From an optimization exercise on the open Yosys and OpenROAD flow, aimed at small area; shortcuts taken in it are not production practice. Function was checked by simulation only, so behaviour that the tests miss may differ from the original. Power figures rest on the tool's default switching activity, not on a simulated workload.

$ cat flow/constraint.sdc
create_clock -name core_clock -period 15.0 [get_ports {clk}]
set_input_delay 3.0000 -clock core_clock [delete_from_list [all_inputs] [get_ports {clk}]]
set_output_delay 3.0000 -clock core_clock [all_outputs]
set_load 0.01 [all_outputs]
$ cat flow/config.mk
export PLATFORM = sky130hd
export DESIGN_NAME = mscc_top
export DESIGN_NICKNAME = mscc_top
export VERILOG_FILES = /design/flow/design.v
export SDC_FILE = /design/flow/constraint.sdc
export NUM_CORES = 4
export LEC_CHECK = 0
export CAP_MARGIN = 20
export CELL_PAD_IN_SITES_DETAIL_PLACEMENT = 2
export CELL_PAD_IN_SITES_GLOBAL_PLACEMENT = 3
export CORE_MARGIN = 2
export CORE_UTILIZATION = 30
export SETUP_SLACK_MARGIN = 0.5
export SLEW_MARGIN = 20
$ cat flow/run.sh
#!/bin/bash
# synth_recipe.tcl (not shown) runs the flow's synth.tcl, then flattens the netlist and writes it again
# the make line also repeats each setting of config.mk as NAME=value (left out here)
make -C /OpenROAD-flow-scripts/flow DESIGN_CONFIG=/design/flow/config.mk WORK_HOME=/design/flow/orfs CLKGATE_MAP_FILE= SYNTH_SCRIPT=/design/flow/synth_recipe.tcl finish
$ cat flow/design.v
module instruction_decoder
  (
   FD_reset, inst, aluout_1_0,
   immediate,
   alu_is_signed, aluop1_sel, aluop2_sel, alu_op,
   pc_update, pc_mepc,
   regwrite, jump, link, jr, br,
   dm_be, dm_we, mem_is_signed,
   csr_read, csr_write, csr_set, csr_clear, csr_imm,
   a_rs1, a_rs2, a_rd, funct3, funct7,
   exception_illegal_instruction,
   exception_load_misaligned,
   exception_store_misaligned,
   exception_ecall,
   exception_ebreak
   );
   input wire FD_reset;
   input wire [31:0] inst;
   input wire [1:0] aluout_1_0;
   output [31:0]     immediate;
   output 	     alu_is_signed;
   output [31:0]     aluop1_sel, aluop2_sel, alu_op;
   output 	     pc_update, pc_mepc;
   output 	     regwrite;
   output 	     jump, link, jr;
   output 	     br;
   output [3:0]      dm_be;
   output 	     dm_we;
   output 	     mem_is_signed;
   output 	     csr_read, csr_write, csr_set, csr_clear, csr_imm;
   output [4:0]      a_rs1, a_rs2, a_rd;
   output [2:0]      funct3;
   output [6:0]      funct7;
   output 	     exception_illegal_instruction;
   output 	     exception_load_misaligned;
   output 	     exception_store_misaligned;
   /*verilator lint_off UNUSED*/
   wire [6:0] 	     opcode;
   /*verilator lint_on UNUSED*/
   assign opcode = inst[6:0];
   reg [5:0] 	     instr_IURJBS;
   always @ (*) begin : INSTRUCTION_FORMAT
      /*verilator lint_off CASEOVERLAP*/
      case (opcode[6:2])
	5'b00100: instr_IURJBS = 6'b100000;
	5'b11001: instr_IURJBS = 6'b100000;
	5'b00000: instr_IURJBS = 6'b100000;
	5'b00011: instr_IURJBS = 6'b100000;
	5'b00100: instr_IURJBS = 6'b100000;
	5'b11100: instr_IURJBS = 6'b100000;
	5'b01101: instr_IURJBS = 6'b010000;
	5'b00101: instr_IURJBS = 6'b010000;
	5'b01100: instr_IURJBS = 6'b001000;
	5'b11011: instr_IURJBS = 6'b000100;
	5'b11000: instr_IURJBS = 6'b000010;
	5'b01000: instr_IURJBS = 6'b000001;
	default: instr_IURJBS = 6'b000000;
      endcase  
      /*verilator lint_on CASEOVERLAP*/
   end  
   reg [31:0] immediate;
   always @ (*) begin : IMMEDIATE_DECODE
      case (instr_IURJBS)
	6'b100000: begin : I_TYPE
	   immediate
	     = (opcode[6:2] == 5'b00100
		&& 
		(funct3 == 3'b101 || funct3 == 3'b001))
	       ? {27'b0, inst[24:20]}
	       : {{21{inst[31]}}, inst[30:20]};
	end
	6'b010000: immediate = {inst[31:12], 12'b0};
	6'b001000: immediate = 32'b0;
	6'b000100: immediate = {{12{inst[31]}}, inst[19:12], inst[20], inst[30:21], 1'b0};
	6'b000010: immediate = {{20{inst[31]}}, inst[7], inst[30:25], inst[11:8], 1'b0};
	6'b000001: immediate = {{21{inst[31]}}, inst[30:25], inst[11:8], inst[7]};
	default: begin
	   immediate = 32'b0;
	end
      endcase  
   end  
   wire [2:0] funct3;
   wire [6:0] funct7;
   assign funct3 = inst[14:12];
   assign funct7 = inst[31:25];
   reg 	      alu_is_signed, pc_update, pc_mepc, regwrite, jump, link, jr;
   reg 	      br;
   reg [3:0]  dm_be;
   reg 	      dm_we;
   reg 	      mem_is_signed;
   reg 	      csr_read, csr_write, csr_set, csr_clear, csr_imm;
   wire [4:0]  a_rs1, a_rs2, a_rd;
   reg 	      exception_illegal_instruction;
   reg 	      exception_load_misaligned;
   reg 	      exception_store_misaligned;
   output reg        exception_ecall, exception_ebreak;
   reg [31:0] aluop1_sel, aluop2_sel, alu_op;
   assign a_rs1 = (opcode[6:2] == 5'b01101) ? 5'd0 : inst[19:15];
   assign a_rs2 = inst[24:20];
   assign a_rd  = inst[11:7];
   always @ (*) begin : CONTROL_SIG_GENERATOR
      alu_is_signed = 1'b1;
      aluop1_sel = 0;
      aluop2_sel = 32'bX;
      alu_op = 32'bX;
      regwrite = 1'b0;
      pc_update = 1'b0;
      pc_mepc = 1'b0;
      dm_be = 4'b0;
      dm_we = 1'b0;
      mem_is_signed = 1'b0;
      jump = 1'b0;
      jr = 1'b0;
      link = 1'b0;
      br = 1'b0;
      csr_read = 1'b0;
      csr_write = 1'b0;
      csr_set = 1'b0;
      csr_clear = 1'b0;
      csr_imm = 1'b0;
      exception_illegal_instruction = 1'b0;
      exception_load_misaligned = 1'b0;
      exception_store_misaligned = 1'b0;
      exception_ecall = 1'b0;
      exception_ebreak = 1'b0;
      if (!FD_reset) begin
        case (opcode[6:2])
          5'b00100: begin
            regwrite = 1'b1;
            aluop2_sel = 1;
            case (funct3)
              3'b000: begin : ADDI
                alu_op = 0;
              end
              3'b001: begin : SLLI
                alu_op = 5;
              end
              3'b010: begin : SLTI
                alu_op = 1;
              end
              3'b011: begin : SLTIU
                alu_op = 1;
                alu_is_signed = 1'b0;
              end
              3'b100: begin : XORI
                alu_op = 4;
              end
              3'b101: begin : SRLI_SRAI
                alu_op = inst[30] ? 7 : 6;
              end
              3'b110: begin : ORI
                alu_op = 3;
              end
              3'b111: begin : ANDI
                alu_op = 2;
              end
            endcase  
          end  
          5'b01101: begin
            aluop2_sel = 1;
            alu_op = 0;
            regwrite = 1'b1;
          end
          5'b00101: begin
            regwrite = 1'b1;
            aluop1_sel = 1;
            aluop2_sel = 1;
            alu_op = 0;
          end
          5'b01100: begin
            regwrite = 1'b1;
            aluop2_sel = 0;
            case (funct3)
              3'b000: begin : ADD_SUB
                if (funct7[5]) begin : SUB
                  alu_op = 8; 
                end
                else begin : ADD
                  alu_op = 0;
                end
              end
              3'b001: begin : SLL
                alu_op = 5;
              end
              3'b010: begin : SLT
                alu_op = 1;
              end
              3'b011: begin : SLTU
                alu_op = 1;
                alu_is_signed = 1'b0;
              end
              3'b100: begin : XOR
                alu_op = 4;
              end
              3'b101: begin : SRL_SRA
                alu_op = funct7[5] ? 7 : 6;
              end
              3'b110: begin : OR
                alu_op = 3;
              end
              3'b111: begin : AND
                alu_op = 2;
              end
            endcase  
          end
          5'b11011: begin
            jump = 1'b1;
            link = 1'b1;
            regwrite = 1'b1;
            alu_op = 0;
            aluop2_sel = 0;
          end
          5'b11001: begin
            jr = 1'b1;
            link = 1'b1;
            regwrite = 1'b1;
            alu_op = 0;
            aluop2_sel = 0;
          end
          5'b11000: begin
            br = 1'b1;
            case (funct3)
              3'b000,3'b001,3'b100,3'b101,3'b110,3'b111: begin
              end
              default: begin
                exception_illegal_instruction = 1'b1;
              end
            endcase  
          end
          5'b00000: begin
            regwrite = 1'b1;
            case (funct3)
              3'b000, 3'b100: begin : LB
                mem_is_signed = (funct3 == 3'b000) ? 1'b1 : 1'b0;
                case (aluout_1_0[1:0])
                  2'b00: begin
                    dm_be = 4'b0001;
                  end
                  2'b01: begin
                    dm_be = 4'b0010;
                  end
                  2'b10: begin
                    dm_be = 4'b0100;
                  end
                  2'b11: begin
                    dm_be = 4'b1000;
                  end
                  default:
                    dm_be = 4'bX;
                endcase  
              end
              3'b001, 3'b101: begin : LH
                mem_is_signed = (funct3 == 3'b001) ? 1'b1 : 1'b0;
                exception_load_misaligned = aluout_1_0[0] ? 1'b1 : 1'b0;
                dm_be = aluout_1_0[0] ? 4'b0000
                : aluout_1_0[1] ? 4'b1100 : 4'b0011;
              end
              3'b010: begin : LW
                dm_be = 4'b1111;
                exception_load_misaligned 
                = (aluout_1_0[0] | aluout_1_0[1]) ? 1'b1 : 1'b0;
              end
              default: begin 
              exception_illegal_instruction = 1'b1;
            end
          endcase  
        end
        5'b01000: begin
          dm_we = 1'b1;
          case (funct3)
            3'b000: begin : SB
              case (aluout_1_0[1:0])
                2'b00: begin
                  dm_be = 4'b0001;
                end
                2'b01: begin
                  dm_be = 4'b0010;
                end
                2'b10: begin
                  dm_be = 4'b0100;
                end
                2'b11: begin
                  dm_be = 4'b1000;
                end
              endcase  
            end
            3'b001: begin : SH
              exception_store_misaligned = aluout_1_0[0] ? 1'b1 : 1'b0;
              dm_be = aluout_1_0[0] ? 4'b0
              : aluout_1_0[1] ? 4'b1100 : 4'b0011;
            end
            3'b010: begin : SW
              dm_be = 4'b1111;
              exception_store_misaligned
              = (aluout_1_0[0] | aluout_1_0[1]) ? 1'b1 : 1'b0;
            end
            default: begin 
            exception_illegal_instruction = 1'b1;
          end
        endcase  
      end
      5'b00011: begin
      end
      5'b11100: begin
        case (funct3)
          3'b000: begin : ECALL_EBREAK_RET
            case (funct7)
              7'b0: begin : ECALL_EBREAK_URET
                exception_ecall = ~immediate[0];
                exception_ebreak = immediate[0];
              end
              7'b0001000: begin : SRET_WFI
                exception_illegal_instruction = 1'b1;
              end
              7'b0011000: begin : MRET
                pc_update = 1'b1;
                pc_mepc = 1'b1;
              end
              default: begin 
              exception_illegal_instruction = 1'b1;
            end
          endcase  
        end
        3'b001: begin : CSRRW
          regwrite = 1'b1;
          csr_read = 1'b1;
          csr_write = 1'b1;
        end
        3'b010: begin : CSRRS
          regwrite = 1'b1;
          csr_read = 1'b1;
          csr_set = 1'b1;
        end
        3'b011: begin : CSRRC
          regwrite = 1'b1;
          csr_read = 1'b1;
          csr_clear = 1'b1;
        end
        3'b101: begin : CSRRWI
          regwrite = 1'b1;
          csr_read = 1'b1;
          csr_write = 1'b1;
          csr_imm = 1'b1;
        end
        3'b110: begin : CSRRSI
          regwrite = 1'b1;
          csr_read = 1'b1;
          csr_set = 1'b1;
          csr_imm = 1'b1;
        end
        3'b111: begin : CSRRCI
          regwrite = 1'b1;
          csr_read = 1'b1;
          csr_clear = 1'b1;
          csr_imm = 1'b1;
        end
        default: begin
          exception_illegal_instruction = 1'b1;
        end
      endcase  
    end
    default: begin
      exception_illegal_instruction = 1'b1;
    end
  endcase  
end 
      /*verilator lint_on CASEOVERLAP*/
      if (  exception_illegal_instruction
	  | exception_load_misaligned
	  | exception_store_misaligned) begin
	 regwrite = 1'b0;
      end
   end
endmodule  
module csr_ehu
  (
   clk, resetb, XB_bubble,
   read, write, set, clear, imm, a_rd,
   initiate_exception,
   XB_FD_exception_illegal_instruction,
   XB_FD_exception_ecall,
   XB_FD_exception_ebreak,
   XB_FD_exception_instruction_misaligned,
   XB_FD_exception_load_misaligned,
   XB_FD_exception_store_misaligned,
   irq_mtimecmp,
   src_dst, d_rs1, uimm, FD_aluout, 
   nextPC, XB_pc, 
   data_out, csr_mepc, csr_mtvec
   );
   input wire clk, resetb, XB_bubble;
   input wire read, write, set, clear, imm;
   input wire [4:0] a_rd;
   input wire [11:0] src_dst;
   input wire [31:2] XB_pc;
   input wire [31:0] d_rs1, FD_aluout, nextPC;
   input wire [4:0]  uimm;
   input wire	     XB_FD_exception_illegal_instruction;
   input wire	     XB_FD_exception_ecall;
   input wire	     XB_FD_exception_ebreak;
   input wire	     XB_FD_exception_instruction_misaligned;
   input wire	     XB_FD_exception_load_misaligned;
   input wire	     XB_FD_exception_store_misaligned;
   input wire        irq_mtimecmp;
   output reg [31:0] data_out;
   output reg 	     initiate_exception;
   output wire [31:0] csr_mepc;
   output wire [31:0] csr_mtvec;
   reg 		      XB_exception_illegal_instruction;
   reg [31:2] 	      mepc;
   reg [31:0] 	      mscratch, mcause, mtval;
   reg [31:2] 	      mtvec;
   reg 		      mpie, mie;
   reg 		      mtie;
   reg [63:0] 	      mcycle, minstret;
   reg 		     irq_mtimecmp_p;
   wire 	      FD_exception, XB_exception;
   assign csr_mepc = {mepc[31:2], 2'b0};
   assign csr_mtvec = {mtvec[31:2], 2'b0};
   reg 		      initiate_irq_mtimecmp,
		      initiate_illinst, initiate_misaligned, 
		      initiate_ecall, initiate_ebreak;
   always @ (*) begin : EXCEPTION_HANDLING_UNIT
      initiate_irq_mtimecmp
	= mtie & irq_mtimecmp & ~irq_mtimecmp_p;
      initiate_ecall
        = ~XB_bubble & XB_FD_exception_ecall;
      initiate_ebreak
        = ~XB_bubble & XB_FD_exception_ebreak;
      initiate_illinst
        = ~XB_bubble & (XB_exception_illegal_instruction |
			XB_FD_exception_illegal_instruction);
      initiate_misaligned
        = ~XB_bubble & (XB_FD_exception_instruction_misaligned |
			XB_FD_exception_load_misaligned |
			XB_FD_exception_store_misaligned);
      initiate_exception = initiate_irq_mtimecmp 
			   | initiate_ecall | initiate_ebreak
			   | initiate_illinst | initiate_misaligned;
   end
   assign FD_exception = XB_FD_exception_illegal_instruction |
			 XB_FD_exception_ecall |
			 XB_FD_exception_ebreak |
			 XB_FD_exception_instruction_misaligned |
			 XB_FD_exception_load_misaligned |
			 XB_FD_exception_store_misaligned;
   assign XB_exception = XB_exception_illegal_instruction | initiate_irq_mtimecmp;
   wire [31:0] 	     operand;
   assign operand = imm ? {27'b0, uimm} : d_rs1;
   wire 	     really_read, really_write, really_set, really_clear;
   assign really_read = read && (a_rd != 5'b0);
   assign really_write = write;
   assign really_set = set && (uimm != 5'b0);
   assign really_clear = clear && (uimm != 5'b0);
   reg [31:0] 	     badaddr_p, nextPC_p;
   /*verilator lint_off BLKSEQ*/
   always @ (posedge clk) begin : CSR_PIPELINE
      if (!resetb) begin
         mcycle <= 64'b0;
         minstret <= 64'b0;
         mepc <= 30'bX;
         data_out <= 32'bX;
         mtvec[31:2] <= 30'h1;  
         mpie <= 1'b0;
         mie <= 1'b0;
	 mtie <= 1'b0;
         badaddr_p <= 32'bX;
         nextPC_p <= 32'bX;
	 irq_mtimecmp_p <= 1'b0;
      end
      else begin
         XB_exception_illegal_instruction <= 1'b0;
         mcycle <= mcycle + 64'b1;
         if (initiate_exception) mpie <= mie;
	 irq_mtimecmp_p <= irq_mtimecmp;
         if (!XB_bubble) begin
            minstret <= minstret + 64'b1;
         end
         badaddr_p <= FD_aluout;
         nextPC_p <= nextPC;
         case (src_dst)
           12'hF11: begin
              if (really_read) data_out <= 32'b0;
           end
           12'hF12: begin
              if (really_read) data_out <= 32'b0;
           end
           12'hF13: begin
              if (really_read) data_out <= 32'b0;
           end
           12'hF14: begin
              if (really_read) data_out <= 32'b0;
           end
	   12'h300: begin
              if (really_read) 
		data_out <= {19'b0,2'b11,3'b0,mpie,3'b0,mie,3'b0};
              if (really_write) begin
		 mpie <= operand[7];
		 mie <= operand[3];
              end
              if (really_set) begin
		 mpie <= operand[7] ? 1 : mpie;
		 mie <= operand[3] ? 1 : mie;
              end
              if (really_clear) begin
		 mpie <= operand[7] ? 0 : mpie;
		 mie <= operand[3] ? 0 : mie;
              end
	   end
	   12'h301: begin
              if (really_read) data_out <= 32'b0100_0000_0000_0000_0000_0001_0000_0000;
	   end
	   12'h304: begin
	      if (really_read) data_out <= {24'b0, mtie, 7'b0};
	      if (really_write) mtie <= operand[7];
	      if (really_set) mtie <= mtie | operand[7];
	      if (really_clear) mtie <= mtie & ~operand[7];
	   end
	   12'h305: begin
	      if (really_read) data_out <= {mtvec[31:2], 2'b0};
	      if (really_write) mtvec[31:2] <= operand[31:2];
	      if (really_set) mtvec[31:2] <= mtvec[31:2] | operand[31:2];
	      if (really_clear) mtvec[31:2] <= mtvec[31:2] & ~operand[31:2];
	   end
	   12'h340: begin
	      if (really_read) data_out <= mscratch;
	      if (really_write) mscratch <= operand;
	      if (really_set) mscratch <= mscratch | operand;
	      if (really_clear) mscratch <= mscratch & ~operand;
	   end
	   12'h341: begin
	      if (really_read) data_out <= {mepc, 2'b0};
	      if (really_write) mepc[31:2] <= operand[31:2];
	      if (really_set) mepc[31:2] <= mepc[31:2] | operand[31:2];
	      if (really_clear) mepc[31:2] <= mepc & ~operand[31:2];
	   end
           12'h342: begin
              if (really_read) data_out <= mcause;
              if (really_write) mcause <= operand;
              if (really_set) mcause <= mcause | operand;
              if (really_clear) mcause <= mcause & ~operand;
           end
           12'h343: begin
              if (really_read) data_out <= mtval;
              if (really_write) mtval <= operand;
              if (really_set) mtval <= mtval | operand;
              if (really_clear) mtval <= mtval & ~operand;
           end
	   12'h344: begin
	      if (really_read) data_out <= {24'b0, irq_mtimecmp, 7'b0};
	   end
	   12'hB00: begin
              if (really_read) data_out <= mcycle[0+:32];
              if (really_write) mcycle[0+:32] <= operand;
              if (really_set) mcycle[0+:32] <= mcycle[0+:32] | operand;
              if (really_clear) mcycle[0+:32] <= mcycle[0+:32] & ~operand;
	   end
	   12'hB02: begin
	      if (really_read) data_out <= minstret[0+:32];
	      if (really_write) minstret[0+:32] <= operand;
	      if (really_set) minstret[0+:32] <= minstret[0+:32] | operand;
	      if (really_clear) minstret[0+:32] <= minstret[0+:32] & ~operand;
	   end
	   12'hB80: begin
	      if (really_read) data_out <= mcycle[32+:32];
	      if (really_write) mcycle[32+:32] <= operand;
	      if (really_set) mcycle[32+:32] <= mcycle[32+:32] | operand;
	      if (really_clear) mcycle[32+:32] <= mcycle[32+:32] & ~operand;
	   end
	   12'hB82: begin
	      if (really_read) data_out <= minstret[32+:32];
	      if (really_write) minstret[32+:32] <= operand;
	      if (really_set) minstret[32+:32] <= minstret[32+:32] | operand;
	      if (really_clear) minstret[32+:32] <= minstret[32+:32] & ~operand;
	   end
           default: begin
              if (src_dst[11:4] == 8'hB0 || 
		  src_dst[11:4] == 8'hB1 ||
		  src_dst[11:4] == 8'hB8 ||
		  src_dst[11:4] == 8'hB9 ||
		  src_dst[11:4] == 8'h32 ||
		  src_dst[11:4] == 8'h33
		  ) begin : PERFORMANCE_MONITORS
		 data_out <= 32'b0;
              end
              else begin
		 if (~XB_bubble & (read|write|set|clear))
                   XB_exception_illegal_instruction <= 1'b1;
              end  
           end  
         endcase  
         if (~XB_bubble & XB_exception) begin
	    mepc <= XB_pc[31:2];
            if (initiate_irq_mtimecmp) begin
	       mcause <= {1'b1, 31'd7};
	       mtval <= 32'b0;
            end
            else if (XB_exception_illegal_instruction) begin
               mcause <= 32'd2;  
               mtval <= 32'b0;
            end
         end
         else if (~XB_bubble & FD_exception) begin
            mepc <= XB_pc[31:2];
            if (XB_FD_exception_instruction_misaligned) begin
               mcause <= 32'd0;
               mtval <= nextPC_p;
            end
            else if (XB_FD_exception_illegal_instruction) begin
               mcause <= 32'd2;
               mtval <= 32'b0;
            end
            else if (XB_FD_exception_ebreak) begin
               mcause <= 32'd3;
            end
            else if (XB_FD_exception_load_misaligned) begin
               mcause <= 32'd4;
               mtval <= badaddr_p;
            end
            else if (XB_FD_exception_store_misaligned) begin
               mcause <= 32'd6;
               mtval <= badaddr_p;
            end
            else if (XB_FD_exception_ecall) begin
               mcause <= 32'd11;
            end
         end  
      end  
   end  
   /*verilator lint_on BLKSEQ*/
endmodule  
module regfile(
	       input wire 	  clk, input wire resetb,
	       input wire [4:0]   a_rs1,
	       output reg [31:0] d_rs1,
	       input wire [4:0]   a_rs2,
	       output reg [31:0] d_rs2,
	       input wire [4:0]   a_rd,
	       input wire [31:0] d_rd,
	       input wire we_rd
	       );
   reg [31:0] 		  data [0:31] ;
   integer 		  i;
   always @ (posedge clk) begin : MAIN_CLK_PROCESS
      if (!resetb) begin
      end
      else begin
	 if (we_rd) begin
	    data[a_rd] <= d_rd;
	 end
      end
   end  
   always @ (*) begin : COMBINATIONAL_PROCESS
      if (a_rs1 == 5'b0)
	d_rs1 = 32'b0;
      else if (we_rd && a_rd != 5'b0 && a_rs1 == a_rd)
	d_rs1 = d_rd;
      else
	d_rs1 = data[a_rs1];
      if (a_rs2 == 5'b0)
	d_rs2 = 32'b0;
      else if (we_rd && a_rd != 5'b0 && a_rs2 == a_rd)
	d_rs2 = d_rd;
      else
	d_rs2 = data[a_rs2];
   end
endmodule  
module mmu(
           clk, resetb, dm_we,
           im_addr, im_do, dm_addr, dm_di, dm_do,
           dm_be, is_signed,
	   ram_iaddr, ram_irdata, 
	   ram_addr, ram_wstrb, ram_rdata, ram_wdata,
           io_addr, io_en, io_we, io_data_read, io_data_write
           );
   parameter 
     WORD_DEPTH = 65536,
     WORD_DEPTH_LOG = 16;
   localparam
     DEV_RAM = 1,
     DEV_IO = 2,
     DEV_UNKN = 3;
   input wire clk, resetb, dm_we;
   /*verilator lint_off UNUSED*/
   input wire [31:0] im_addr, dm_addr, dm_di;
   /*verilator lint_on UNUSED*/
   input wire [3:0]  dm_be;
   input wire 	     is_signed;
   input wire [31:0] io_data_read;
   output reg [31:0]  io_data_write, dm_do;
   reg [31:0] 	      dm_do_tmp;
   output wire [31:0]  im_do;
   output reg [7:0]   io_addr;
   output reg 	      io_en, io_we;
   reg [31:0] 	      dm_di_shift;
   output reg [WORD_DEPTH_LOG-1:2] ram_addr;
   output wire [WORD_DEPTH_LOG-1:2] ram_iaddr;
   output reg [3:0]		    ram_wstrb;
   input wire [31:0] 		    ram_irdata, ram_rdata;
   output reg [31:0] 		    ram_wdata;
   /*verilator lint_off UNUSED*/
   integer 		    chosen_device_tmp;
   /*verilator lint_on UNUSED*/
   reg [2:0] 		    chosen_device_p;
   reg [3:0] 		    dm_be_p;
   reg 			    is_signed_p;
   reg [31:0] 		    io_data_write_tmp;
   reg [7:0] 		    io_addr_tmp;
   reg 			    io_en_tmp, io_we_tmp;
   assign ram_iaddr = im_addr[2+:WORD_DEPTH_LOG-2];
   assign im_do = ram_irdata;
   always @ (posedge clk) begin : MMU_PIPELINE
      if (!resetb) begin
	 chosen_device_p <= 3'bX;
	 is_signed_p <= 1'bX;
	 dm_be_p <= 4'b0;
	 io_data_write <= 32'bX;
	 io_en <= 1'b0;
	 io_we <= 1'b0;
	 io_addr <= 8'bX;
      end
      else begin
	 dm_be_p <= dm_be;
	 chosen_device_p <= chosen_device_tmp[2:0];
	 is_signed_p <= is_signed;
	 io_data_write <= io_data_write_tmp;
	 io_en <= io_en_tmp;
	 io_we <= io_we_tmp;
	 io_addr <= io_addr_tmp;
      end
   end
   /*verilator lint_off UNUSED*/
   reg [31:0] 		    ram_addr_temp, io_addr_temp;
   /*verilator lint_on UNUSED*/
   always @ (*) begin : DM_ADDR_MAP
      ram_addr_temp = dm_addr;
      io_addr_temp = dm_addr - 32'h80000000;
      io_addr_tmp = io_addr_temp[7:0];
      io_en_tmp = 1'b0;
      io_we_tmp = 1'b0;
      io_data_write_tmp = 32'bX;
      ram_wstrb = 4'b0;
      ram_addr = ram_addr_temp[2+:WORD_DEPTH_LOG-2];
      ram_wdata = 32'bX;
      chosen_device_tmp = DEV_UNKN;
      if (dm_addr[31] == 1'b0) begin
	 chosen_device_tmp = DEV_RAM;
	 ram_addr = ram_addr_temp[2+:WORD_DEPTH_LOG-2];
	 ram_wdata = dm_di_shift;
	 ram_wstrb = dm_we ? dm_be : 4'b0;
      end
      else if (dm_addr[31:8] == 24'h800000) begin
	 io_en_tmp = 1'b1;
	 io_we_tmp = dm_we;
	 io_data_write_tmp = dm_di_shift;
	 chosen_device_tmp = DEV_IO;
      end
   end  
   always @ (*) begin : DM_IN_SHIFT
      dm_di_shift = 32'bX;
      if (dm_be == 4'b1111) begin
   	 dm_di_shift = dm_di;
      end
      else if (dm_be == 4'b1100) begin
   	 dm_di_shift[16+:16] = dm_di[0+:16];
      end
      else if (dm_be == 4'b0011) begin
   	 dm_di_shift[0+:16] = dm_di[0+:16];
      end
      else if (dm_be == 4'b0001) begin
   	 dm_di_shift[0+:8] = dm_di[0+:8];
      end
      else if (dm_be == 4'b0010) begin
   	 dm_di_shift[8+:8] = dm_di[0+:8];
      end
      else if (dm_be == 4'b0100) begin
   	 dm_di_shift[16+:8] = dm_di[0+:8];
      end
      else if (dm_be == 4'b1000) begin
   	 dm_di_shift[24+:8] = dm_di[0+:8];
      end
   end  
   always @ (*) begin : DM_OUT_SHIFT
      case (chosen_device_p)
        DEV_RAM:
   	  dm_do_tmp = ram_rdata;
   	DEV_IO:
   	  dm_do_tmp = io_data_read;
   	default:
   	  dm_do_tmp = 32'bX;
      endcase  
      dm_do = 32'bX;
      if (dm_be_p == 4'b1111) begin
   	 dm_do = dm_do_tmp;
      end
      else if (dm_be_p == 4'b1100) begin
   	 if (is_signed_p)
   	   dm_do = {{16{dm_do_tmp[31]}}, dm_do_tmp[16+:16]};
   	 else
   	   dm_do = {16'b0, dm_do_tmp[16+:16]};
      end
      else if (dm_be_p == 4'b0011) begin
   	 if (is_signed_p)
   	   dm_do = {{16{dm_do_tmp[15]}}, dm_do_tmp[0+:16]};
   	 else
   	   dm_do = {16'b0, dm_do_tmp[0+:16]};
      end
      else if (dm_be_p == 4'b0001) begin
   	 if (is_signed_p)
   	   dm_do = {{24{dm_do_tmp[7]}}, dm_do_tmp[0+:8]};
   	 else
   	   dm_do = {24'b0, dm_do_tmp[0+:8]};
      end
      else if (dm_be_p == 4'b0010) begin
   	 if (is_signed_p)
   	   dm_do = {{24{dm_do_tmp[15]}}, dm_do_tmp[8+:8]};
   	 else
   	   dm_do = {24'b0, dm_do_tmp[8+:8]};
      end
      else if (dm_be_p == 4'b0100) begin
   	 if (is_signed_p)
   	   dm_do = {{24{dm_do_tmp[23]}}, dm_do_tmp[16+:8]};
   	 else
   	   dm_do = {24'b0, dm_do_tmp[16+:8]};
      end
      else if (dm_be_p == 4'b1000) begin
   	 if (is_signed_p)
   	   dm_do = {{24{dm_do_tmp[31]}}, dm_do_tmp[24+:8]};
   	 else
   	   dm_do = {24'b0, dm_do_tmp[24+:8]};
      end
   end
endmodule  
module core 
  (
   clk, resetb,
   dm_we, im_addr, im_do, dm_addr, dm_di, dm_do, dm_be, dm_is_signed,
   irq_mtimecmp
   );
   input wire clk, resetb;
   input wire [31:0] im_do, dm_do ;
   output 	     dm_we, dm_is_signed;
   output [31:0]     im_addr, dm_addr, dm_di;
   output [3:0]      dm_be;
   wire 	     dm_we, dm_is_signed;
   wire [31:0] 	     dm_addr, dm_di;
   reg [31:0] 	     im_addr;
   wire [3:0] 	     dm_be ;
   input wire irq_mtimecmp;
   wire [31:0] 	     FD_imm;
   wire 	     FD_alu_is_signed;
   wire [31:0] 	     FD_aluop1_sel, FD_aluop2_sel, FD_alu_op;
   wire 	     FD_pc_update, FD_pc_mepc;
   wire 	     FD_regwrite ;
   wire 	     FD_jump, FD_link, FD_jr, FD_br ;
   wire [3:0] 	     FD_dm_be;
   wire 	     FD_dm_we;
   wire 	     FD_dm_is_signed;
   wire 	     FD_csr_read, FD_csr_write, FD_csr_set, FD_csr_clear, FD_csr_imm;
   wire [4:0] 	     FD_a_rs1, FD_a_rs2, FD_a_rd;
   wire [2:0] 	     FD_funct3;
   /*verilator lint_off UNUSED*/
   wire [6:0] 	     FD_funct7;
   /*verilator lint_on UNUSED*/   
   wire 	     FD_exception_illegal_instruction;
   wire 	     FD_exception_ecall;
   wire 	     FD_exception_ebreak;
   reg 		     FD_exception_instruction_misaligned;
   wire 	     FD_exception_load_misaligned;
   wire 	     FD_exception_store_misaligned;
   wire 	     FD_initiate_exception;
   reg [31:0] FD_PC ;
   reg [31:0] 	     nextPC ;
   wire [31:0] FD_aluout;
   reg [4:0]   XB_a_rd;
   reg [31:0]  XB_d_rd;
   wire [31:0]  FD_d_rs1, FD_d_rs2;
   reg [31:0]  XB_d_rs1, XB_d_rs2, XB_imm;
   /*verilator lint_off UNUSED*/   
   reg [4:0]   XB_a_rs1;
   /*verilator lint_on UNUSED*/   
   reg 	       XB_regwrite ;
   reg 	       XB_memtoreg;
   reg 	       XB_alu_is_signed;
   reg [31:0]  XB_aluop1_sel, XB_aluop2_sel, XB_alu_op;
   reg 	       XB_FD_exception_illegal_instruction;
   reg 	       XB_FD_exception_ecall;
   reg 	       XB_FD_exception_ebreak;
   reg 	       XB_FD_exception_instruction_misaligned;
   reg 	       XB_FD_exception_load_misaligned;
   reg 	       XB_FD_exception_store_misaligned;
   reg [31:0]  XB_PC ;
   wire        FD_bubble;
   reg FD_reset;
   reg 	       XB_bubble;
   reg [31:0]  XB_aluop1, XB_aluop2, XB_aluout;
   wire [31:0] XB_csr_out;
   wire        XB_csr_read, XB_csr_write, XB_csr_set, XB_csr_clear, XB_csr_imm;
   wire [31:0] CSR_mepc , CSR_mtvec;
   reg 	       XB_csr_writeback;
   assign dm_be = FD_bubble ? 4'b0 : FD_dm_be;
   assign dm_we = (FD_exception_store_misaligned | FD_bubble) ?
     1'b0 : FD_dm_we;
   assign dm_is_signed = FD_dm_is_signed;
   instruction_decoder inst_dec
   (
     .FD_reset(FD_reset),
     .inst(im_do), .aluout_1_0(FD_aluout[1:0]),
     .immediate(FD_imm),
     .alu_is_signed(FD_alu_is_signed),
     .aluop1_sel(FD_aluop1_sel), .aluop2_sel(FD_aluop2_sel), 
     .alu_op(FD_alu_op),
     .pc_update(FD_pc_update), .pc_mepc(FD_pc_mepc),
     .regwrite(FD_regwrite), .jump(FD_jump), .link(FD_link),
     .jr(FD_jr), .br(FD_br),
     .dm_be(FD_dm_be), .dm_we(FD_dm_we), 
     .mem_is_signed(FD_dm_is_signed),
     .csr_read(FD_csr_read), .csr_write(FD_csr_write),
     .csr_set(FD_csr_set), .csr_clear(FD_csr_clear), .csr_imm(FD_csr_imm),
     .a_rs1(FD_a_rs1), .a_rs2(FD_a_rs2), .a_rd(FD_a_rd), 
     .funct3(FD_funct3), .funct7(FD_funct7),
     .exception_illegal_instruction(FD_exception_illegal_instruction),
     .exception_ecall(FD_exception_ecall),
     .exception_ebreak(FD_exception_ebreak),
     .exception_load_misaligned(FD_exception_load_misaligned),
     .exception_store_misaligned(FD_exception_store_misaligned)
   );
   reg 	       do_branch;
   always @ (*) begin : PC_UPDATE
      do_branch = FD_br == 1'b0 ? 1'b0
		  :
		  (
		   (FD_funct3==3'b000&&FD_d_rs1 == FD_d_rs2)
		   ||
		   (FD_funct3==3'b001&&FD_d_rs1 != FD_d_rs2)
		   ||
		   (FD_funct3==3'b100&&$signed(FD_d_rs1)<$signed(FD_d_rs2))
		   ||
		   (FD_funct3==3'b101&&$signed(FD_d_rs1)>=$signed(FD_d_rs2))
		   ||
		   (FD_funct3==3'b110&&$unsigned(FD_d_rs1)<$unsigned(FD_d_rs2))
		   ||
		   (FD_funct3==3'b111&&$unsigned(FD_d_rs1)>=$unsigned(FD_d_rs2))
		   )
		    ? 1'b1 : 1'b0;
      nextPC = (FD_initiate_exception) ? CSR_mtvec
	       : (FD_pc_update & FD_pc_mepc) ? CSR_mepc
	       : (do_branch) ? FD_imm + FD_PC
	       : (FD_jump) ? FD_PC + FD_imm
	       : (FD_jr) ? {FD_aluout[31:1], 1'b0}
	       : FD_PC + 32'd4;
      FD_exception_instruction_misaligned = nextPC[1:0] != 2'b00;
      im_addr = nextPC;
   end
   always @ (posedge clk) begin : PROGRAM_COUNTER
      if (!resetb) begin
	 FD_PC <= 32'hFFFFFFFC;
      end
      else begin
	 FD_PC <= nextPC;
      end  
   end
   assign FD_aluout = FD_d_rs1 + FD_imm;
   regfile RF(
	      .clk(clk), .resetb(resetb),
	      .a_rs1(FD_a_rs1), .d_rs1(FD_d_rs1),
	      .a_rs2(FD_a_rs2), .d_rs2(FD_d_rs2),
	      .a_rd(XB_a_rd), .d_rd(XB_d_rd), .we_rd(XB_regwrite)
	      );
   always @ (*) begin : XB_ALU
      case (XB_aluop1_sel)
	0: XB_aluop1 = XB_d_rs1;
	1: XB_aluop1 = XB_PC;
	default: XB_aluop1 = 32'bX;
      endcase  
      case (XB_aluop2_sel)
	0: XB_aluop2 = XB_d_rs2;
	1: XB_aluop2 = XB_imm;
	default: XB_aluop2 = 32'bX;
      endcase  
      case (XB_alu_op)
	0: begin
	   XB_aluout = XB_aluop1 + XB_aluop2;
	end
	1: begin
	   XB_aluout = (XB_alu_is_signed)
	     ? ($signed(XB_aluop1) < $signed(XB_aluop2) ? 32'h1 : 32'h0)
	       : ($unsigned(XB_aluop1) < $unsigned(XB_aluop2) ? 32'h1 : 32'h0);
	end
	2: begin
	   XB_aluout = XB_aluop1 & XB_aluop2;
	end
	3: begin
	   XB_aluout = XB_aluop1 | XB_aluop2;
	end
	4: begin
	   XB_aluout = XB_aluop1 ^ XB_aluop2;
	end
	5: begin
	   XB_aluout = XB_aluop1 << XB_aluop2[4:0];
	end
	6: begin
	   XB_aluout = XB_aluop1 >> XB_aluop2[4:0];
	end
	7: begin
	   XB_aluout = $signed(XB_aluop1) >>> XB_aluop2[4:0];
	end
	8: begin
	   XB_aluout = XB_aluop1 - XB_aluop2;
	end
	default:
	  XB_aluout = 32'bX;
      endcase  
   end  
   assign XB_csr_read = FD_bubble ? 1'b0 : FD_csr_read;
   assign XB_csr_write = FD_bubble ? 1'b0 : FD_csr_write;
   assign XB_csr_set = FD_bubble ? 1'b0 : FD_csr_set;
   assign XB_csr_clear = FD_bubble ? 1'b0 : FD_csr_clear;
   assign XB_csr_imm = FD_csr_imm;
   csr_ehu CSR_EHU0
     (
      .clk(clk), .resetb(resetb), .XB_bubble(XB_bubble),
      .read(XB_csr_read), .write(XB_csr_write),
      .set(XB_csr_set), .clear(XB_csr_clear),
      .imm(XB_csr_imm), .a_rd(FD_a_rd),
      .initiate_exception(FD_initiate_exception),
      .XB_FD_exception_illegal_instruction(XB_FD_exception_illegal_instruction),
      .XB_FD_exception_instruction_misaligned(XB_FD_exception_instruction_misaligned),
      .XB_FD_exception_ecall(XB_FD_exception_ecall),
      .XB_FD_exception_ebreak(XB_FD_exception_ebreak),
      .XB_FD_exception_load_misaligned(XB_FD_exception_load_misaligned),
      .XB_FD_exception_store_misaligned(XB_FD_exception_store_misaligned),
      .irq_mtimecmp(irq_mtimecmp),
      .src_dst(FD_imm[11:0]),
      .d_rs1(FD_d_rs1), .uimm(FD_a_rs1), .FD_aluout(FD_aluout),
      .nextPC(nextPC), .XB_pc(XB_PC[31:2]), .data_out(XB_csr_out), 
      .csr_mepc(CSR_mepc), .csr_mtvec(CSR_mtvec)
      );
   always @ (*) begin : XB_Writeback_Path
      XB_d_rd = XB_memtoreg ? dm_do
		: XB_csr_writeback ? XB_csr_out
		: XB_aluout;
   end
   assign dm_addr = FD_aluout;
   assign dm_di = FD_d_rs2;
   assign FD_bubble = FD_initiate_exception;
   always @ (posedge clk) begin : CORE_PIPELINE
      if (!resetb) begin
	 XB_regwrite <= 1'b0;
	 XB_csr_writeback <= 1'b0;
	 XB_FD_exception_illegal_instruction <= 1'b0;
	 XB_FD_exception_ecall <= 1'b0;
	 XB_FD_exception_ebreak <= 1'b0;
	 XB_FD_exception_instruction_misaligned <= 1'b0;
	 XB_FD_exception_load_misaligned <= 1'b0;
	 XB_FD_exception_store_misaligned <= 1'b0;
	 XB_bubble <= 1'b1;
	 XB_PC <= 32'bX;
	 XB_d_rs1 <= 32'bX;
	 XB_d_rs2 <= 32'bX;
	 XB_a_rs1 <= 5'bX;
	 XB_a_rd <= 5'bX;
	 XB_memtoreg <= 1'bX;
	 XB_alu_is_signed <= 1'bX;
	 XB_aluop1_sel <= 32'bX;
	 XB_aluop2_sel <= 32'bX;
         FD_reset <= 1'b1;
      end
      else begin
        FD_reset <= 1'b0;
	 if (!FD_link) begin
	    XB_d_rs1 <= FD_d_rs1;
	    XB_d_rs2 <= FD_d_rs2;
	 end
	 else begin
	    XB_d_rs1 <= FD_PC;
	    XB_d_rs2 <= 32'h4;
	 end
	 XB_imm <= FD_imm;
	 XB_a_rs1 <= FD_a_rs1;
	 XB_a_rd <= FD_a_rd;
	 XB_memtoreg <= FD_dm_be[3] | FD_dm_be[2] | FD_dm_be[1] | FD_dm_be[0];
	 XB_aluop1_sel <= FD_aluop1_sel;
	 XB_aluop2_sel <= FD_aluop2_sel;
	 XB_alu_op <= FD_alu_op;
	 XB_alu_is_signed <= FD_alu_is_signed;
	 XB_PC <= FD_PC;
	 XB_bubble <= FD_bubble;
	 if (!FD_bubble) begin
	    XB_csr_writeback <= XB_csr_read;
	    XB_regwrite <= FD_regwrite;
	    XB_FD_exception_illegal_instruction
	      <= FD_exception_illegal_instruction;
	    XB_FD_exception_ecall <= FD_exception_ecall;
	    XB_FD_exception_ebreak <= FD_exception_ebreak;
	    XB_FD_exception_instruction_misaligned
	      <= FD_exception_instruction_misaligned;
	    XB_FD_exception_load_misaligned
	      <= FD_exception_load_misaligned;
	    XB_FD_exception_store_misaligned
	      <= FD_exception_store_misaligned;
	 end
	 else begin
	    XB_regwrite <= 1'b0;
	    XB_FD_exception_illegal_instruction <= 1'b0;
	    XB_FD_exception_instruction_misaligned <= 1'b0;
	    XB_FD_exception_load_misaligned <= 1'b0;
	    XB_FD_exception_store_misaligned <= 1'b0;
	 end  
      end
   end
endmodule  
module core_top
(
  input wire 	      clk, 
  input wire 	      resetb,
  /*verilator lint_off UNDRIVEN*/
  output wire [31:2] ram_iaddr,
  input wire [31:0] ram_irdata,
  output wire [31:2] ram_addr,
  output wire [3:0] ram_wstrb,
  input wire [31:0] ram_rdata,
  output wire [31:0] ram_wdata,
  /*verilator lint_on UNDRIVEN*/
  output wire [7:0]  io_addr,
  output wire 	      io_en, 
  output wire 	      io_we, 
  input wire [31:0]  io_data_read, 
  output wire [31:0] io_data_write,
  input wire irq_mtimecmp
);
wire 	      dm_we;
wire [31:0] 	      im_addr;
wire [31:0] 	      im_do;
wire [31:0] 	      dm_addr;
wire [31:0] 	      dm_di;
wire [31:0] 	      dm_do;
wire [3:0] 	      dm_be;
wire 	      dm_is_signed;
core CPU0
(
  .clk(clk), .resetb(resetb),
  .dm_we(dm_we), .im_addr(im_addr), .im_do(im_do),
  .dm_addr(dm_addr), .dm_di(dm_di), .dm_do(dm_do),
  .dm_be(dm_be), .dm_is_signed(dm_is_signed),
  .irq_mtimecmp(irq_mtimecmp)
);
mmu MMU0
(
  .clk(clk), .resetb(resetb),
  .dm_we(dm_we),
  .im_addr(im_addr), .im_do(im_do),
  .dm_addr(dm_addr), .dm_di(dm_di), .dm_do(dm_do),
  .dm_be(dm_be), .is_signed(dm_is_signed),
  .ram_iaddr(ram_iaddr[15:2]), .ram_irdata(ram_irdata), 
  .ram_addr(ram_addr[15:2]), .ram_wstrb(ram_wstrb), 
  .ram_rdata(ram_rdata), .ram_wdata(ram_wdata),
  .io_addr(io_addr), .io_en(io_en), .io_we(io_we),
  .io_data_read(io_data_read), .io_data_write(io_data_write)
);
endmodule
module timer(
  input wire clk,
  input wire resetb,
  input wire [3:2] io_addr_3_2,
    input wire io_we,
    input wire [31:0] io_din,
    output wire [31:0] io_dout,
    output reg irq_mtimecmp
    );
    reg [63:0] mtime ;
    reg [63:0] mtimecmp;
    always @ (posedge clk) begin : TIMER_PIPELINE
      if (!resetb) begin
        mtime <= 64'b0;
        mtimecmp <= 64'b0;
        irq_mtimecmp <= 1'b0;
      end
      else begin
        mtime <= mtime + 1;
        if (io_we) begin
          case (io_addr_3_2[3:2])
            2'b00: mtime[0+:32] <= io_din;
            2'b01: mtime[32+:32] <= io_din;
            2'b10: begin 
            mtimecmp[0+:32] <= io_din;
            irq_mtimecmp <= 1'b0;
          end
          2'b11: begin 
          mtimecmp[32+:32] <= io_din;
          irq_mtimecmp <= 1'b0;
        end
      endcase
    end
    if (mtime == mtimecmp) begin
      irq_mtimecmp <= 1'b1;
    end
  end
end
assign io_dout = 
  io_addr_3_2[3]
  ? ( io_addr_3_2[2] ? mtimecmp[32+:32] : mtimecmp[0+:32] )
  : ( io_addr_3_2[2] ? mtime[32+:32] : mtime[0+:32] );
  endmodule
module io_port
(
	input wire 	      clk,
	input wire 	      resetb,
	/*verilator lint_off UNUSED*/
	input wire [7:0]   io_addr,
	input wire 	      io_en,
	/*verilator lint_on UNUSED*/
	input wire 	      io_we,
	input wire [31:0]  io_data_write,
	output reg [31:0] io_data_read,
		output wire 	      irq_mtimecmp,
		output reg [7:0] output0,
		input wire [7:0] input0,
		output reg [7:0] dir0
	);
	wire 	      mtime_we;
	wire [31:0] 	      mtime_dout;
	assign mtime_we = io_addr[7:4] == 4'b0001 ? io_we : 1'b0;
	integer i;
	always @ (*) begin
		io_data_read = 32'bX;
		case (io_addr)
			8'h00: begin
				for (i=0; i<8; i=i+1) begin
					io_data_read[i] = dir0[i] ? output0[i] : input0_p[i];
				end
			end
			8'h01: begin
				io_data_read[15:8] = dir0;
			end
			8'h10: io_data_read = mtime_dout;
			default: begin
			end
		endcase
	end
	reg [7:0]   input0_p;
	always @ (posedge clk) begin : GPIO0
		if (!resetb) begin
			input0_p <= 8'b0;
			output0 <= 8'b0;
			dir0 <= 8'b0;
		end
		else begin
			input0_p <= input0;
			if (io_we) begin
				case (io_addr[7:0])
					8'b0: output0 <= io_data_write[7:0];
					8'b1: dir0 <= io_data_write[15:8];
					default: begin
					end
				endcase
			end
		end
	end
	timer TIMER0
	(
		.clk(clk), .resetb(resetb),
		.io_addr_3_2(io_addr[3:2]), .io_we(mtime_we), .io_din(io_data_write),
		.io_dout(mtime_dout), .irq_mtimecmp(irq_mtimecmp)
	);
	endmodule
module mscc_top
(
  input  wire        clk,
  input  wire        resetb,
  output wire [15:2] ram_iaddr,
  input  wire [31:0] ram_irdata,
  output wire [15:2] ram_addr,
  output wire [3:0]  ram_wstrb,
  input  wire [31:0] ram_rdata,
  output wire [31:0] ram_wdata,
  input  wire [7:0]  gpio_in,
  output wire [7:0]  gpio_out,
  output wire [7:0]  gpio_dir
);
wire [7:0]  io_addr;
wire        io_en, io_we;
wire [31:0] io_data_read;
wire [31:0] io_data_write;
wire        irq_mtimecmp;
/*verilator lint_off UNUSED*/
wire [31:2] ram_iaddr_full;
wire [31:2] ram_addr_full;
/*verilator lint_on UNUSED*/
assign ram_iaddr = ram_iaddr_full[15:2];
assign ram_addr  = ram_addr_full[15:2];
core_top CT0
(
  .clk(clk), .resetb(resetb),
  .ram_iaddr(ram_iaddr_full), .ram_irdata(ram_irdata),
  .ram_addr(ram_addr_full), .ram_wstrb(ram_wstrb),
  .ram_rdata(ram_rdata), .ram_wdata(ram_wdata),
  .io_addr(io_addr), .io_en(io_en), .io_we(io_we),
  .io_data_read(io_data_read), .io_data_write(io_data_write),
  .irq_mtimecmp(irq_mtimecmp)
);
io_port IO0
(
  .clk(clk), .resetb(resetb),
  .io_addr(io_addr), .io_en(io_en), .io_we(io_we),
  .io_data_read(io_data_read), .io_data_write(io_data_write),
  .irq_mtimecmp(irq_mtimecmp),
  .output0(gpio_out), .input0(gpio_in), .dir0(gpio_dir)
);
endmodule
==> impl_metrics.json <==
{
  "dr.pass1.iters": 6,
  "clk_latency_ps": 1010,
  "io-pin-count": 154,
  "grt_max_degree": 75,
  "ys_types": 120,
  "ys_ff_latch": 1784,
  "routed_wl_um": 680000,
  "final_common_cell": "nand2_1",
  "cp_slowest_cell": "clkdlybuf4s50_1",
  "max_freq_mhz": 69.2,
  "die_h_um": 597,
  "cpMostUsedCell": "buf_4",
  "drv_slew": 0,
  "viasPerCell": 6.47,
  "grtUsageTotal_pct": 37.2,
  "synthToLayoutAreaGrowth_pct": 17.0,
  "avgSynthCellArea_um2": 10.3,
  "cp_top_family": "buffers and inverters",
  "cts-root-buf": "clkbuf_16",
  "synth_edf_count": 1219,
  "reg2reg_slack_ps": 3930,
  "rows": 217,
  "p_leak_nw": 43.4,
  "die_area_mm2": 0.356,
  "p_per_area_mw_per_mm2": 124,
  "arrival_ps": 11460,
  "maxSlewHeadroom_pct": 13.6,
  "avgRoutedWirePerCell_um": 44.4,
  "drc_errors": 0,
  "reg2regPathDepth": 30,
  "async_flop_share_pct": 0,
  "antenna_found_initial": 78,
  "cts_tree": "built",
  "m1WireLength_um": 301000,
  "dr_total_vias": 99100,
  "design_area_mm2": 0.123,
  "rsz0062_at_grt": "no",
  "final_hold_viol_count": 0,
  "critPathCaptureType": "output pin",
  "drtIter0Drc": 12700,
  "nets": 10800,
  "place_area_mm2": 0.116,
  "wl_met2_um": 291000,
  "synthCells": 10300,
  "grt_pass1_vias": 98900,
  "cap_violations": 0,
  "cp.required_ps": 12000,
  "dieWidth_um": 597,
  "layout-drive-gt1-share_pct": 16.6,
  "cp-start-kind": "input port",
  "initial_core_util_pct": 30.1,
  "finalSetupViolations": 0,
  "cp-endpoint": "ram_iaddr[12]",
  "slowest_delay_ps": 560,
  "reg2reg_to": "CT0.CPU0.FD_PC[16]",
  "fin_skew_ps": 130,
  "yosysWarnings": 7,
  "gp_congestion": 0.959,
  "wl_met3_um": 58400,
  "status": "timing/DRC/antenna clean",
  "reg2reg_from": "CT0.CPU0.XB_aluop1_sel[0]",
  "syn-cell-area_mm2": 0.105,
  "io_buffer_count": 151,
  "nFillCells": 37200,
  "worst_pin_slew_ps": 1300,
  "path_max_fanout": 21,
  "critPathBufInv": 13,
  "synth_top_flop_cell": "edfxtp_1",
  "holdWs_ps": 419,
  "grt_pass1_wl_um": 909000,
  "grt-ovfl-total": 0,
  "tns_ps": 0,
  "htree_levels": 4,
  "cts.sinks": 1784,
  "ant_nets": 0,
  "cts_buffers": 221,
  "ys_seq_area_share_pct": 45.5,
  "most-common-layout-cells": "1225 x nand2_1, 1219 x edfxtp_1, 676 x nor2_1",
  "worstSetupPathType": "in -> out",
  "utilization_pct": 35.3,
  "clk_pin_slew_ps": 60,
  "synth_nets": 10500,
  "startpoint": "ram_irdata[3]",
  "min_period_ps": 14460,
  "cts_buffer_depth": 4,
  "crit_cells": 34,
  "core_mm2": 0.349,
  "period_share_pct": 96.4,
  "hold_path_class": "reg -> reg",
  "dp_hpwl_um": 501000,
  "highest_layer": "met5",
  "irDropWorstVdd_uv": 111
}
## repair_timing
action,4_1_cts,5_1_grt
endpoints found under the setup margin,17,18
buffers inserted,14,4
hold buffers,0,0
resized for setup,6,31
pin swaps,4,2
## layout make-up
type / instances / area, um^2 / area share (%)
Inverter: 218 / 832 / 0.675
Tap cell: 4599 / 5750 / 4.67
Timing Repair Buffer: 846 / 7430 / 6.03
Clock inverter: 103 / 888 / 0.721
Multi-Input combinational cell: 7445 / 54200 / 44.0
Clock buffer: 305 / 6140 / 4.98
Antenna cell: 21 / 52.6 / 0.0426
Sequential cell: 1784 / 47900 / 38.9
## logic make-up (layout without fill, tap and decap cells)
family | count (synthesis) | in the layout | synth area share (%)
DFF | 1784 | 1784 | 45.5
other | 0 | 21 | 0
xor gates and xnor gates | 308 | 308 | 2.58
buffers and inverters | 1028 | 1472 | 4.08
muxes | 901 | 901 | 13.3
AOI/OAI and AO/OA | 2804 | 2804 | 17.9
and+or+nand+nor | 3230 | 3230 | 14.2
adders and majority gates | 202 | 202 | 2.43
## sequential cells by signal, summed over array words and instances, names as in the netlist, 5 cells and up
signal and flops:
IO0.TIMER0.mtime 64, CT0.CPU0.CSR_EHU0.minstret 64, CT0.CPU0.CSR_EHU0.mepc 30, CT0.CPU0.CSR_EHU0.mscratch 32
CT0.CPU0.CSR_EHU0.data_out 32, IO0.dir0 8, CT0.CPU0.CSR_EHU0.mtvec 30, CT0.CPU0.CSR_EHU0.nextPC_p 32
CT0.CPU0.XB_imm 32, CT0.CPU0.XB_PC 32, CT0.CPU0.FD_PC 32, CT0.CPU0.RF.data 1024
IO0.TIMER0.mtimecmp 64, CT0.CPU0.CSR_EHU0.mcycle 64, CT0.CPU0.CSR_EHU0.mtval 32, CT0.CPU0.CSR_EHU0.mcause 32
CT0.CPU0.XB_d_rs1 32, CT0.CPU0.XB_a_rd 5, CT0.MMU0.io_data_write 32, CT0.CPU0.XB_d_rs2 32
CT0.CPU0.CSR_EHU0.badaddr_p 32, IO0.input0_p 8, IO0.output0 8
## cells in the mapped netlist (66+ instances only)
cell type / instances / area (um^2)
o21ai_0: 500 / 2500
mux2i_1: 444 / 4440
or3_1: 71 / 444
ha_1: 198 / 2480
edfxtp_1: 1219 / 36600
a311oi_1: 94 / 823
a21o_1: 77 / 578
nor2_1: 739 / 2770
nand2_1: 1235 / 4640
buf_4: 67 / 503
nand4_1: 125 / 782
nor3_1: 162 / 811
xnor2_1: 171 / 1500
and2_1: 84 / 526
a31oi_1: 133 / 832
clkbuf_1: 533 / 2000
o211ai_1: 118 / 886
o22ai_1: 125 / 782
a21oi_1: 679 / 3400
buf_1: 96 / 360
dfxtp_1: 565 / 11300
nand3_1: 317 / 1590
inv_1: 208 / 781
a221oi_1: 98 / 858
mux4_2: 392 / 8830
a22oi_1: 110 / 826
buf_2: 107 / 536
a211oi_1: 213 / 1600
nor4_1: 66 / 413
and3_1: 180 / 1130
xor2_1: 136 / 1190
## metrics by stage
stage | cells | power (mW) | worst slack, ps
global placement | 14900 | 9.69 | 169
detailed placement | 14900 | 9.76 | 160
floorplan | 10300 | 7.73 | 2620
CTS | 15300 | 15.2 | 480
finish | 15300 | 15.3 | 543
global route | 15300 | 15.6 | 508
## routing by layer
metal	global-route usage, %	vias up
met3	7.24	920
li1	-	39900
met1	52.9	53400
met4	14.1	34
met2	55.4	4805
met5	0	-
## where the power goes
group	switching, mW	internal (mW)	total [mW]
combinational	2.75	1.13	3.88
clock	2.40	3.04	5.44
sequential	0.238	5.69	5.93
total	5.39	9.86	15.3
## how the worst min path moves through the flow
| stage | from | endpoint | slack, ps | cells past startpoint |
|---|---|---|---|---|
| floorplan | CT0.CPU0.FD_PC[0] | CT0.CPU0.XB_PC[0] | 370 | 0 |
| global placement | CT0.CPU0.FD_PC[31] | CT0.CPU0.XB_PC[31] | 410 | 0 |
| detailed placement | CT0.CPU0.FD_PC[31] | CT0.CPU0.XB_PC[31] | 410 | 0 |
| CTS | CT0.CPU0.FD_PC[31] | CT0.CPU0.XB_PC[31] | 420 | 0 |
| global route | CT0.CPU0.FD_PC[31] | CT0.CPU0.XB_PC[31] | 430 | 0 |
| finish | CT0.CPU0.FD_PC[31] | CT0.CPU0.XB_PC[31] | 420 | 0 |

-- what the ideal ports hide --
Ports are ideal in the flow. The routed layout listed here was re-timed in OpenROAD.
Step 1, drivers: a clkbuf_16 drives clk and a buf_2 each remaining input, both assumed.
Step 2 also shifts input and output timing later by t, the mid clock arrival at the registers, as if the neighbouring blocks saw the same clock.
a / b / c = ideal / step 1 / step 2; a / b = the first two.
t (ns): 1.048
setup slack, ns: 0.543 / 0.452 / 0.452
hold WS [ns]: 0.419 / 0.419 / 0.419
latest minus earliest clock arrival (ns): 0.130 / 0.129
After both steps setup and hold are still met in this run. The setup slack of this run moves by -0.091 ns with the drivers and by -0.091 ns with both steps.
